What follows belongs to an exercise in optimizing a design on an open flow for small area, a short achievable clock period and few clock cycles; a production flow would make more cautious choices. Function was checked by simulation only, so behaviour that the tests miss may differ from the original.

==> flow/design.v <==
module LASER (
    input            CLK,
    input            RST,
    input      [3:0] X,
    input      [3:0] Y,
    output reg [3:0] C1X,
    output reg [3:0] C1Y,
    output reg [3:0] C2X,
    output reg [3:0] C2Y,
    output           DONE
);
    parameter READ      = 3'd0;    
    parameter CIRCLE1   = 3'd1;    
    parameter ASSIGN1   = 3'd2;    
    parameter CIRCLE2   = 3'd3;    
    parameter ASSIGN2   = 3'd4;    
    parameter FINISH    = 3'd5;    
    wire signed [8:0] distance_temp_1;  
    wire signed [8:0] distance_temp_2;  
    wire signed [8:0] distance1_1;      
    wire signed [8:0] distance2_1;      
    wire signed [8:0] distance1_2;      
    wire signed [8:0] distance2_2;      
    reg  [2:0] cur_state;
    reg  [2:0] nxt_state;
    reg  [3:0] temp_X;
    reg  [3:0] temp_Y;
    reg  [9:0] prev_max_points;   
    reg  [9:0] prev_max_points1;  
    reg  [9:0] prev_max_points2;  
    reg  [9:0] count_points;      
    reg  [9:0] count_points1;     
    reg  [9:0] count_points2;     
    reg  [9:0] max_points;        
    reg  [3:0] store_X [39:0];    
    reg  [3:0] store_Y [39:0];    
    reg  [5:0] counter_rd;        
    reg  [2:0] counter;
    always @(*) begin
        case (cur_state)
            READ: begin
                if(counter_rd == 6'd39)
                    nxt_state = CIRCLE1;
                else
                    nxt_state = READ;
            end
            CIRCLE1: begin
                if(temp_X == 4'd15 && temp_Y == 4'd15 && counter_rd == 6'd40)
                    nxt_state = ASSIGN1;
                else
                    nxt_state = CIRCLE1;
            end
            ASSIGN1:
                if(counter_rd == 6'd1) begin
                    if(DONE)
                    nxt_state = READ;
                    else
                        nxt_state = CIRCLE2;
                end
                else
                    nxt_state = ASSIGN1;
            CIRCLE2: begin
                if(temp_X == 4'd15 && temp_Y == 4'd15 && counter_rd == 6'd40)
                    nxt_state = ASSIGN2;
                else
                    nxt_state = CIRCLE2;
            end
            ASSIGN2:
                if(counter_rd == 6'd1) begin
                    if(DONE)
                    nxt_state = READ;
                    else
                        nxt_state = CIRCLE1;
                end
                else
                    nxt_state = ASSIGN2;
            default: 
                nxt_state = READ;
        endcase
    end
    always @(posedge CLK) begin
        if(RST)
            cur_state <= READ;
        else
            cur_state <= nxt_state;
    end
    always @(posedge CLK) begin
        if(RST)
            counter_rd <= 6'd0;
        else if(cur_state == ASSIGN1 || cur_state == ASSIGN2) begin
            if(counter_rd == 6'd1)
                counter_rd <= 6'd0;
            else
                counter_rd <= counter_rd + 6'd1;
        end
        else if(cur_state == READ) begin
            if(counter_rd == 6'd39)
                counter_rd <= 6'd0;
            else if(~DONE)
                counter_rd <= counter_rd + 6'd1;
        end
        else begin
            if(counter_rd == 6'd40)
                counter_rd <= 6'd0;
            else if(~DONE)
                counter_rd <= counter_rd + 6'd2;
        end
    end
    integer idx;
    always @(posedge CLK) begin
        if(RST) begin
            for(idx=0; idx<40; idx=idx+1)
                store_X[idx] <= 4'd0;
        end
        else if(cur_state == READ)
            store_X[counter_rd] <= X;
    end
    always @(posedge CLK) begin
        if(RST) begin
            for(idx=0; idx<40; idx=idx+1)
                store_Y[idx] <= 4'd0;
        end
        else if(cur_state == READ)
            store_Y[counter_rd] <= Y;
    end
    always @(posedge CLK) begin
        if(RST) begin
            temp_X <= 4'd0;
            temp_Y <= 4'd0;
        end
        else if(cur_state == CIRCLE1 || cur_state == CIRCLE2) begin
            if(counter_rd == 6'd40) begin
                if(temp_X == 4'd15) begin
                    temp_X <= 4'd0;
                    temp_Y <= temp_Y + 4'd1;
                end
                else
                    temp_X <= temp_X + 4'd1;
            end
            else begin
                temp_X <= temp_X;
                temp_Y <= temp_Y; 
            end
        end
        else if(cur_state == ASSIGN1 || cur_state == ASSIGN2) begin
            temp_X <= 4'd0;
            temp_Y <= 4'd0;
        end
        else if(DONE) begin
            temp_X <= 4'd0;
            temp_Y <= 4'd0;
        end   
    end
    always @(posedge CLK) begin
        if(RST) begin
            C1X <= 4'd0;
            C1Y <= 4'd0;
        end
        else if(cur_state == CIRCLE1) begin
            if(count_points >= max_points) begin
                C1X <= temp_X;
                C1Y <= temp_Y;
            end
        end
        else if(cur_state == READ) begin
            C1X <= 4'd0;
            C1Y <= 4'd0;
        end
    end
    always @(posedge CLK) begin
        if(RST) begin
            C2X <= 4'd0;
            C2Y <= 4'd0;
        end
        else if(cur_state == CIRCLE2) begin
            if(count_points >= max_points) begin
                C2X <= temp_X;
                C2Y <= temp_Y;
            end
        end
        else if(cur_state == READ) begin
            C2X <= 4'd0;
            C2Y <= 4'd0;
        end
    end
    always @(posedge CLK) begin
        if(RST)
            prev_max_points <= 10'd0;
        else if((cur_state == ASSIGN1 || cur_state == ASSIGN2) && counter_rd == 6'd0)
            prev_max_points <= max_points;
        else if(cur_state == READ)
            prev_max_points <= 10'd0;
    end
    assign distance_temp_1 = (temp_X-store_X[counter_rd])*(temp_X-store_X[counter_rd]) + (temp_Y-store_Y[counter_rd])*(temp_Y-store_Y[counter_rd]);
    assign distance_temp_2 = (temp_X-store_X[counter_rd + 6'd1])*(temp_X-store_X[counter_rd + 6'd1]) + (temp_Y-store_Y[counter_rd + 6'd1])*(temp_Y-store_Y[counter_rd + 6'd1]);
    assign distance1_1 = (C1X-store_X[counter_rd])*(C1X-store_X[counter_rd]) + (C1Y-store_Y[counter_rd])*(C1Y-store_Y[counter_rd]);
    assign distance2_1 = (C2X-store_X[counter_rd])*(C2X-store_X[counter_rd]) + (C2Y-store_Y[counter_rd])*(C2Y-store_Y[counter_rd]);
    assign distance1_2 = (C1X-store_X[counter_rd + 6'd1])*(C1X-store_X[counter_rd + 6'd1]) + (C1Y-store_Y[counter_rd + 6'd1])*(C1Y-store_Y[counter_rd + 6'd1]);
    assign distance2_2 = (C2X-store_X[counter_rd + 6'd1])*(C2X-store_X[counter_rd + 6'd1]) + (C2Y-store_Y[counter_rd + 6'd1])*(C2Y-store_Y[counter_rd + 6'd1]);
    always @(posedge CLK) begin
        if(RST)
            count_points <= 10'd0;
        else if(cur_state == CIRCLE1) begin
            if(counter_rd == 6'd40)
                count_points <= 10'd0;
            else if((distance_temp_1 <= 9'd16 && distance2_2 <= 9'd16) || (distance_temp_2 <= 9'd16 && distance2_1 <= 9'd16) ||
                    (distance_temp_1 <= 9'd16 && distance_temp_2 <= 9'd16) || (distance2_1 <= 9'd16 && distance2_2 <= 9'd16))
                count_points <= count_points + 10'd2;
            else if(distance_temp_1 > 9'd16 && distance_temp_2 > 9'd16 && distance2_1 > 9'd16 && distance2_2 > 9'd16)
                count_points <= count_points;
            else
                count_points <= count_points + 10'd1;
        end
        else if(cur_state == CIRCLE2) begin
            if(counter_rd == 6'd40)
                count_points <= 10'd0;
            else if((distance_temp_1 <= 9'd16 && distance1_2 <= 9'd16) || (distance_temp_2 <= 9'd16 && distance1_1 <= 9'd16) ||
                    (distance_temp_1 <= 9'd16 && distance_temp_2 <= 9'd16) || (distance1_1 <= 9'd16 && distance1_2 <= 9'd16))
                count_points <= count_points + 10'd2;
            else if(distance_temp_1 > 9'd16 && distance_temp_2 > 9'd16 && distance1_1 > 9'd16 && distance1_2 > 9'd16)
                count_points <= count_points;
            else
                count_points <= count_points + 10'd1;
        end
        else
            count_points <= 10'd0;                            
    end
    always @(posedge CLK) begin
        if(RST)
            max_points <= 10'd0;
        else if(DONE)
            max_points <= 10'd0;
        else begin
            if(count_points > max_points)
                max_points <= count_points;
        end
    end
    always @(posedge CLK) begin
        if(RST)
            counter <= 3'd0;
        else if((cur_state == ASSIGN1 || cur_state == ASSIGN2) && counter_rd == 6'd0) begin
            if(max_points == prev_max_points)
                counter <= counter + 3'd1;
            else
                counter <= 3'd0;
        end
        else if(cur_state == READ)
            counter <= 3'd0;
    end
    assign DONE = (counter == 3'd3)? 1'd1 : 1'd0;
endmodule
==> flow/run.sh <==
#!/bin/bash
# synth_recipe.tcl (not shown) runs the flow's synth.tcl, then flattens the netlist and writes it again
# the make line also repeats each setting of config.mk as NAME=value (left out here)
make -C /OpenROAD-flow-scripts/flow DESIGN_CONFIG=/design/flow/config.mk WORK_HOME=/design/flow/orfs CLKGATE_MAP_FILE= SYNTH_SCRIPT=/design/flow/synth_recipe.tcl finish
==> flow/config.mk <==
export PLATFORM = sky130hd
export DESIGN_NAME = LASER
export DESIGN_NICKNAME = LASER
export VERILOG_FILES = /design/flow/design.v
export SDC_FILE = /design/flow/constraint.sdc
export NUM_CORES = 4
export LEC_CHECK = 0
export CAP_MARGIN = 20
export CORE_MARGIN = 2
export CORE_UTILIZATION = 40
export SLEW_MARGIN = 20
==> flow/constraint.sdc <==
create_clock -name core_clock -period 11.0 [get_ports {CLK}]
set_input_delay 2.2000 -clock core_clock [delete_from_list [all_inputs] [get_ports {CLK}]]
set_output_delay 2.2000 -clock core_clock [all_outputs]
set_load 0.01 [all_outputs]
==> flow_summary.json <==
{
  "outcome": "timing/DRC/antenna clean",
  "skew_ns": 0.02177,
  "placed_cell_area_um2": 41900,
  "antenna_cells": 0,
  "cts_sinks": 584,
  "layout_min_cycle_time_ns": 10.24,
  "tns_ns": 0,
  "drv_cap": 0,
  "reg2regPathDepth": 34,
  "final_common_cell": "edfxtp_1",
  "drive_above_1_share_pct": 17.65,
  "syn_area_um2": 40030,
  "finalHoldViolations": 0,
  "firstDrtPassIters": 5,
  "start_util_pct": 40.15,
  "rsz0062_at_grt": "no",
  "cts-hold-fix-buffers": 0,
  "maxSlewViolCount": 0,
  "cp.required_ns": 11.49,
  "async_flop_share_pct": 0,
  "first_iter_violations": 2207,
  "grt_pass1_vias": 24813,
  "die_y_um": 320.3,
  "grt_max_degree": 76,
  "io_buffers": 26,
  "critPathSlowestCell": "dfxtp_4",
  "fin_util_pct": 44.04,
  "hold_ws_ns": 0.4785,
  "final_cell_mix": "edfxtp_1, and2_1, mux4_2",
  "synth_ff_type": "edfxtp_1",
  "hold_depth": 2,
  "tightest_slew_ns": 1.126,
  "pin_count": 27,
  "crit_path_max_incr_delay_ns": 0.61,
  "clockBufferDepth": 3,
  "synth_edf_count": 512,
  "relSlewSlack_pct": 24.69,
  "yosysWarnings": 1,
  "area_growth_pct": 9.693,
  "seq_area_frac_synth_pct": 42.01,
  "root_buffer": "clkbuf_16",
  "rows": 116,
  "syn_avg_cell_area_um2": 13.44,
  "clock.fmax_mhz": 97.62,
  "finalSetupViolations": 0,
  "cp-start-kind": "flip-flop",
  "crit_fanout": 20,
  "end_kind": "flip-flop",
  "core_um2": 99710,
  "syn_nets": 3378,
  "dieArea_um2": 102600,
  "viasPerCell": 5.673,
  "holdCritPathClass": "flip-flop to flip-flop",
  "antenna_found_initial": 1,
  "grt_remaining_overflow": 0,
  "cts_tree": "done",
  "clk_pin_slew_worst_paths_ns": 0.06,
  "die_w_um": 320.3,
  "globalplace.congestion": 0.8707,
  "grt_usage_pct": 20.76,
  "grt_pass1_wl_um": 160800,
  "ant_nets": 0,
  "period_share_pct": 93.13,
  "post_cts_buffers": 0,
  "wire_per_inst_um": 24.27,
  "htree_levels": 2,
  "post_cts_resized": 0,
  "postLayoutCellArea_um2": 43910,
  "drc": 0,
  "path_class": "flip-flop to flip-flop",
  "cp.arrival_ns": 10.73,
  "dp_hpwl_um": 75750,
  "finalNetCount": 3374,
  "num_vias": 24531,
  "routed_wl_um": 104900,
  "clock_latency_ns": 0.64,
  "yosys.cell_types.count": 79,
  "cts_buffers": 59,
  "ys_seq_elements": 584,
  "synthCells": 2979
}
[sequential cells by signal, indices dropped and copies added, names as in the netlist, named ones only]
| signal | count |
|---|---|
| C1X | 4 |
| C1Y | 4 |
| C2X | 4 |
| C2Y | 4 |
| count_points | 10 |
| counter | 3 |
| counter_rd | 6 |
| cur_state | 3 |
| max_points | 10 |
| prev_max_points | 10 |
| store_X | 256 |
| store_Y | 256 |
| temp_X | 4 |
| temp_Y | 4 |
[logic make-up (layout without fill, tap and decap cells)]
kind of cell	Yosys count	count (layout)	synth area share (%)
AND/OR/NAND/NOR	883	883	11.68
adder cells (fa/ha/maj)	389	389	15.91
flip-flops	584	584	42.01
multiplexers	348	348	19.21
XOR/XNOR	113	113	3.129
AO/OA/AOI/OAI	205	205	3.760
buffers and inverters	457	504	4.301
[synthesized netlist by cell type, drive strengths merged, types with 5 or more instances]
cell	n	area (µm²)
a2111oi	6	115.1
a211oi	18	155.1
a21o	20	150.1
a21oi	74	370.4
a31oi	14	87.58
and2	338	2115
and3	6	37.54
buf	36	138.9
clkbuf	105	396.6
dfxtp	72	1441
edfxtp	512	15370
fa	200	4004
ha	189	2365
inv	316	1186
mux2i	11	110.1
mux4	336	7567
nand2	113	424.2
nand2b	26	162.7
nand3	33	165.2
nand3b	5	37.54
nand4	11	68.82
nor2	223	839.6
nor2b	21	131.4
nor3	25	125.1
nor3b	8	60.06
nor4	6	43.79
o2111ai	5	43.79
o21ai	21	108.9
o2bb2ai	6	71.32
or2	50	312.8
or3b	9	78.83
xnor2	58	523.0
xnor3	18	405.4
xor2	37	324.1
[final cells by class]
class / count / area [µm²]
fill: 8891 / 55800
multi-input combinational: 1938 / 21540
sequential: 584 / 16830
tap: 1298 / 1624
clock buffer: 73 / 1550
inverter: 316 / 1186
timing repair buffer: 76 / 730.7
clock inverter: 39 / 449.2
[critical path, delay by kind of cell (launching register included)]
family                     cells  cell delay [ns]
muxes                          3             1.44
DFF                            1             0.61
and+or+nand+nor                5             1.10
buffers and inverters          8             0.98
AOI/OAI and AO/OA              9             1.90
adders and majority gates      9             4.02
[path summary, 6_finish.rpt]
| kind | start | end | slack, ns |
|---|---|---|---|
| setup / recovery | counter_rd[0] | count_points[4] | 0.76 |
| hold / removal | prev_max_points[8] | prev_max_points[8] | 0.48 |
| setup reg to reg | counter_rd[0] | count_points[4] | 0.76 |
| hold reg to reg | prev_max_points[8] | prev_max_points[8] | 0.48 |
[layer usage]
layer	up-vias	GRT usage (%)	share of wire [%]
met2	770	34.64	49
met4	2	6.364	3.2
met3	161	2.513	5.7
met5	-	0	0.011
li1	10801	-	-
met1	12797	28.47	42
[metrics by stage]
stage	instances	worst slack, ns
6_report	4324	0.7558
5_1_grt	4324	0.1205
4_1_cts	4323	0.7595
3_5_place_dp	4211	0.7820
3_3_place_gp	4211	0.8443
2_1_floorplan	2979	0.1821
Testbench counts, summed over its fixed seeds: cycles 1,771,978.

what the ideal ports hide:
How much do the figures lean on ideal ports? The routed layout below was timed once more, with nothing changed but the port constraints.
Step 1 (the two cells are an assumption about what drives the block):
set clk [get_ports {CLK}]
set_driving_cell -lib_cell sky130_fd_sc_hd__clkbuf_16 $clk
set_driving_cell -lib_cell sky130_fd_sc_hd__buf_2 [delete_from_list [all_inputs] $clk]
Step 2 times the ports against the registers' clock, not the clock port: input delays grow and output delays shrink by t, the midpoint of the rising clock arrivals with the driver on.
Three values: ideal, step 1, step 2; two values: the first two.
t (ns): 0.687
setup WS [ns]: 0.756 / 0.756 / 0.756
worst slew at a driven data input, ns: 0.06
After both steps setup and hold are still met in this run. For this run, drivers alone change the setup slack by 0.000 ns; drivers and shift together by 0.000 ns.
